From an optimization exercise on the open Yosys and OpenROAD flow, aimed at small area and a short achievable clock period; shortcuts taken in it are not production practice.
No activity file was given, so power comes from the tool's default toggle rates.

## run a
// pe_array_top
module pe_array_top #(parameter NPE = 4)
                   (input logic clk,
                    input logic rst_n,
                    input logic rst_n_pe,
                    input logic [3:0] conv_num,
                    input logic partial_en_control,
                    input logic [NPE*16-1:0]data_readw_weight,
                    input logic [15:0]data_readi_input,
                    output logic [15:0]data_write_output,
                    output logic [16:0]addr_readi_input,
                    output logic [16:0]addr_readw_weight,
                    output logic [14:0]addr_write_output,
                    output logic [1:0]byteenable_readi_input,
                    output logic [NPE*2-1:0]byteenable_readw_weight,
		            output logic [1:0]byteenable_write_output,
                    input logic [16:0]addr_readi_control,
                    input logic [16:0]addr_readw_control,
                    input logic [14:0]addr_write_control,
                    input logic pool_en_control,
                    input logic relu_en_control,
                    input logic output_en_control,
		            input logic waitrequest_output,
		            input logic waitrequest_input,
		            input logic waitrequest_weight,
                    input logic en_write_control,
                    input logic en_readi_control,
                    input logic en_readw_control,
                    input logic readdatavalid_input,
                    input logic readdatavalid_weight,
                    output logic write_output,
                    output logic read_readw_weight,
                    output logic read_readi_input,
                    output logic chipselect_input,
                    output logic chipselect_weight,
                    output logic chipselect_output,
                    output logic readdatavalid_out_input,
                    output logic readdatavalid_out_weight
                    );
For scale: about 5200 cells after synthesis, roughly 640 flip-flops, roughly 230 I/O pins.
==> flow/config.mk <==
export PLATFORM = sky130hd
export DESIGN_NAME = pe_array_top
export DESIGN_NICKNAME = pe_array_top
export VERILOG_FILES = /design/flow/design.v
export SDC_FILE = /design/flow/constraint.sdc
export NUM_CORES = 8
export LEC_CHECK = 0
export CAP_MARGIN = 20
export CORE_MARGIN = 2
export CORE_UTILIZATION = 40
export SLEW_MARGIN = 20
==> flow/constraint.sdc <==
create_clock -name core_clock -period 10.0 [get_ports {clk}]
set_input_delay 2.0000 -clock core_clock [delete_from_list [all_inputs] [get_ports {clk}]]
set_output_delay 2.0000 -clock core_clock [all_outputs]
set_load 0.01 [all_outputs]
standard.sh (not shown) runs the stock make flow with config.mk's settings and CLKGATE_MAP_FILE= SYNTH_SCRIPT=/design/flow/synth_recipe.tcl, a recipe that flattens the netlist after the stock synthesis.
==> flow/flow/run.sh <==
#!/bin/bash
# Standard synthesis unchanged, then the standard layout steps with other settings.
set -eo pipefail
bash standard.sh synth > synth.log 2>&1
bash standard.sh BUFFER_PORTS_ARGS="-buffer_cell sky130_fd_sc_hd__buf_1" SETUP_SLACK_MARGIN=5.8 CTS_ARGS="-sink_clustering_enable -repair_clock_nets -dont_use_dummy_load -buf_list sky130_fd_sc_hd__clkbuf_8 -sink_clustering_size 12 -sink_clustering_max_diameter 60" finish > layout.log 2>&1
Looking at the reports, run a completed the entire flow and the layout it produced met the timing, DRC and antenna checks.
Inputs modified between run a and run b:
Settings: CORE_UTILIZATION changed from 40 to 55.
==> flow/flow/run.sh <==
#!/bin/bash
# Standard synthesis unchanged, then the standard layout steps with other settings.
set -eo pipefail
bash standard.sh synth > synth.log 2>&1
bash standard.sh BUFFER_PORTS_ARGS="-buffer_cell sky130_fd_sc_hd__buf_1" SETUP_SLACK_MARGIN=5.8 CTS_ARGS="-sink_clustering_enable -repair_clock_nets -dont_use_dummy_load -buf_list sky130_fd_sc_hd__clkbuf_8 -sink_clustering_size 10 -sink_clustering_max_diameter 50" finish > layout.log 2>&1
### Flow results
- Run a → run b: fill cell instance count of the final layout lower, via-per-instance ratio higher, utilization higher.
- Run a → run b: first-pass GRT wire length shrank by 1.9%, iteration count of the initial detailed-routing pass fell 2.
- Fraction of the cycle the final worst path needs: run a vs run b, no meaningful difference
- [run b] die boundary width fell 15% relative to run a
No functional check of the RTL was part of any run of this note.

---

== build 92 ==
pe_array_top, a different RTL version from the one above (not shown whole).
Size in the first run: ~6000 cells after synthesis, roughly 700 flip-flops, about 230 I/O pins, about 0.056 mm2 of cells after synthesis.
## pe_array_top
module pe_array_top #(parameter NPE = 4)
                   (input logic clk,
                    input logic rst_n,
                    input logic rst_n_pe,
                    input logic [3:0] conv_num,
                    input logic partial_en_control,
                    input logic [NPE*16-1:0]data_readw_weight,
                    input logic [15:0]data_readi_input,
                    output logic [15:0]data_write_output,
                    output logic [16:0]addr_readi_input,
                    output logic [16:0]addr_readw_weight,
                    output logic [14:0]addr_write_output,
                    output logic [1:0]byteenable_readi_input,
                    output logic [NPE*2-1:0]byteenable_readw_weight,
		            output logic [1:0]byteenable_write_output,
                    input logic [16:0]addr_readi_control,
                    input logic [16:0]addr_readw_control,
                    input logic [14:0]addr_write_control,
                    input logic pool_en_control,
                    input logic relu_en_control,
                    input logic output_en_control,
		            input logic waitrequest_output,
		            input logic waitrequest_input,
		            input logic waitrequest_weight,
                    input logic en_write_control,
                    input logic en_readi_control,
                    input logic en_readw_control,
                    input logic readdatavalid_input,
                    input logic readdatavalid_weight,
                    output logic write_output,
                    output logic read_readw_weight,
                    output logic read_readi_input,
                    output logic chipselect_input,
                    output logic chipselect_weight,
                    output logic chipselect_output,
                    output logic readdatavalid_out_input,
                    output logic readdatavalid_out_weight
                    );
export LEC_CHECK = 0
export CAP_MARGIN = 20
export CORE_MARGIN = 2
export CORE_UTILIZATION = 40
export SLEW_MARGIN = 20
create_clock -name core_clock -period 10.0 [get_ports {clk}]
==> flow/flow/run.sh <==
#!/bin/bash
# Standard synthesis unchanged, then the standard layout steps with other settings.
set -eo pipefail
bash standard.sh synth > synth.log 2>&1
bash standard.sh BUFFER_PORTS_ARGS="-buffer_cell sky130_fd_sc_hd__buf_1" SETUP_SLACK_MARGIN=5.8 CTS_ARGS="-sink_clustering_enable -repair_clock_nets -dont_use_dummy_load -buf_list sky130_fd_sc_hd__clkbuf_4 sky130_fd_sc_hd__clkbuf_8" finish > layout.log 2>&1
Stage in which a tool error killed build 92: clock tree synthesis.
> inputs changed (build 92 -> build 45)
==> flow/flow/run.sh <==
#!/bin/bash
# Standard synthesis unchanged, then the standard layout steps with other settings.
set -eo pipefail
bash standard.sh synth > synth.log 2>&1
bash standard.sh BUFFER_PORTS_ARGS="-buffer_cell sky130_fd_sc_hd__buf_1" SETUP_SLACK_MARGIN=5.8 CTS_ARGS="-sink_clustering_enable -repair_clock_nets -dont_use_dummy_load" finish > layout.log 2>&1
## What came out
- Build 45: PASS, flow complete, no timing, DRC or antenna violations
- Number of buffers added on ports came out exactly the same in build 92 and build 45.
- Between build 45 and build 92, the synthesized cell count figures differ only marginally.
- Reported for build 92 and build 45, cell total after placement turned out identical to the last digit.
Modified inputs, build 1 compared to build 45
Settings: setting SETUP_SLACK_MARGIN to 5 for the first time.
==> flow/run.sh (new file) <==
#!/bin/bash
# synth_recipe.tcl (not shown) runs the flow's synth.tcl, then flattens the netlist and writes it again
# the make line also repeats each setting of config.mk as NAME=value (left out here)
make -C /OpenROAD-flow-scripts/flow DESIGN_CONFIG=/design/flow/config.mk WORK_HOME=/design/flow/orfs CLKGATE_MAP_FILE= SYNTH_SCRIPT=/design/flow/synth_recipe.tcl finish
removed: flow/flow/run.sh
removed: flow/standard.sh
--- outcome ---
No stage failed in build 1, and the final checks on the layout all came back clean. Lower fill cell total of the finished layout goes to build 1 over build 45. In build 1, the clock share of power came out 4.1 points above the value in build 45. In the reports for build 1 and build 45, the larger routed length per placed instance belongs to build 45. Build 45 → build 1: area of all sequential standard cells barely changed, highest cell delay on the worst timing path climbed 370 ps, global-route wire length before repair dropped about 0.38%. A top routing layer in use of met5 is what build 45 shows, while met4 belongs to build 1. Build 1: setup slack is 540 ps lower than what build 45 reported.
Edits applied to the flow inputs when going from build 1 to build 6:
Settings: a deleted SETUP_SLACK_MARGIN that had been 5.
==> flow/flow/run.sh (new file) <==
#!/bin/bash
# Standard synthesis unchanged, then the standard layout steps with port
# buffers of sky130_fd_sc_hd__buf_1 and a setup margin for timing repair.
set -eo pipefail
bash standard.sh synth > synth.log 2>&1
bash standard.sh BUFFER_PORTS_ARGS="-buffer_cell sky130_fd_sc_hd__buf_1" SETUP_SLACK_MARGIN=5.6 finish > layout.log 2>&1
==> flow/standard.sh (new file) <==
#!/bin/bash
# synth_recipe.tcl (not shown) runs the flow's synth.tcl, then flattens the netlist and writes it again
# the make line also repeats each setting of config.mk as NAME=value (left out here)
make -C /OpenROAD-flow-scripts/flow DESIGN_CONFIG=/design/flow/config.mk WORK_HOME=/design/flow/orfs CLKGATE_MAP_FILE= SYNTH_SCRIPT=/design/flow/synth_recipe.tcl "${@:-finish}"
removed: flow/run.sh
Findings:
Summary — minimum setup slack after placement, build 6 relative to build 1: higher, by 590 ps.
Of the two values seen for highest metal layer used by the detailed router, met5 was produced by build 6 and met4 by build 1.
There was hardly any difference in clock group power between build 6 and build 1.
Build 6: weighted congestion at the end of routability-driven global placement is about 2.4% higher than what build 1 reported.
Build 6 | status: complete | timing, DRC, antenna: pass
The sequential share of layout area reported for build 6 is greater than that of build 1 by 0.56 points.
Input changes introduced in build 85 (baseline for comparison: build 6):
==> flow/run.sh (new file) <==
#!/bin/bash
# synth_recipe.tcl (not shown) runs the flow's synth.tcl, then flattens the netlist and writes it again
# the make line also repeats each setting of config.mk as NAME=value (left out here)
make -C /OpenROAD-flow-scripts/flow DESIGN_CONFIG=/design/flow/config.mk WORK_HOME=/design/flow/orfs CLKGATE_MAP_FILE= SYNTH_SCRIPT=/design/flow/synth_recipe.tcl finish
removed: flow/flow/run.sh
removed: flow/standard.sh
--- outcome ---
- Build 85 improves on build 6 in estimated wirelength of the detail-placed design.
- Density: build 85 denser than build 6
- Final area sits higher in build 85 than in build 6.
- The portion of the layout cell area used by non-clock buffers in build 85 sits 2.1 points above the value recorded for build 6.
- Build 6 and build 85 ended up with roughly the same non-filler instance count after layout.
- Of build 85 and build 6, it is build 85 that has the lower combinational power.
- Against build 6, build 85 reports a worst relative slew slack that is higher.
No functional check of the RTL was part of any run of this note.

## afterwards: timing with drivers on the ports
The results above use ideal ports. As a check the final layouts listed here were re-extracted and re-timed, cells and wires unchanged. Step 1, drivers: a clkbuf_16 drives clk and a buf_2 each remaining input, both assumed. Step 2 also shifts input and output timing later by t, the mid clock arrival at the registers, as if the neighbouring blocks saw the same clock. Slacks: ideal ports / drivers / drivers and shift; pairs: ideal ports / drivers.
| run | t, ns | setup WS [ns] | worst setup path at the end | pins driven straight from the clock port |
|---|---|---|---|---|
| run a | 0.823 | 5.790 / 5.747 / 5.453 | input to register | 1 |
| run b | 0.780 | 5.797 / 5.765 / 5.257 | input to register | 1 |
| build 45 | 0.739 | 5.794 / 5.760 / 5.566 | input to register | 1 |
| build 1 | 0.768 | 5.258 / 5.232 / 5.232 | input to output | 1 |
| build 6 | 0.770 | 5.728 / 5.728 / 5.529 | input to register | 1 |
| build 85 | 0.768 | 4.986 / 4.960 / 4.960 | input to output | 1 |
After both steps setup and hold are still met in every run listed. For run b, which loses most, drivers alone change the setup slack by -0.032 ns; drivers and shift together by -0.540 ns.
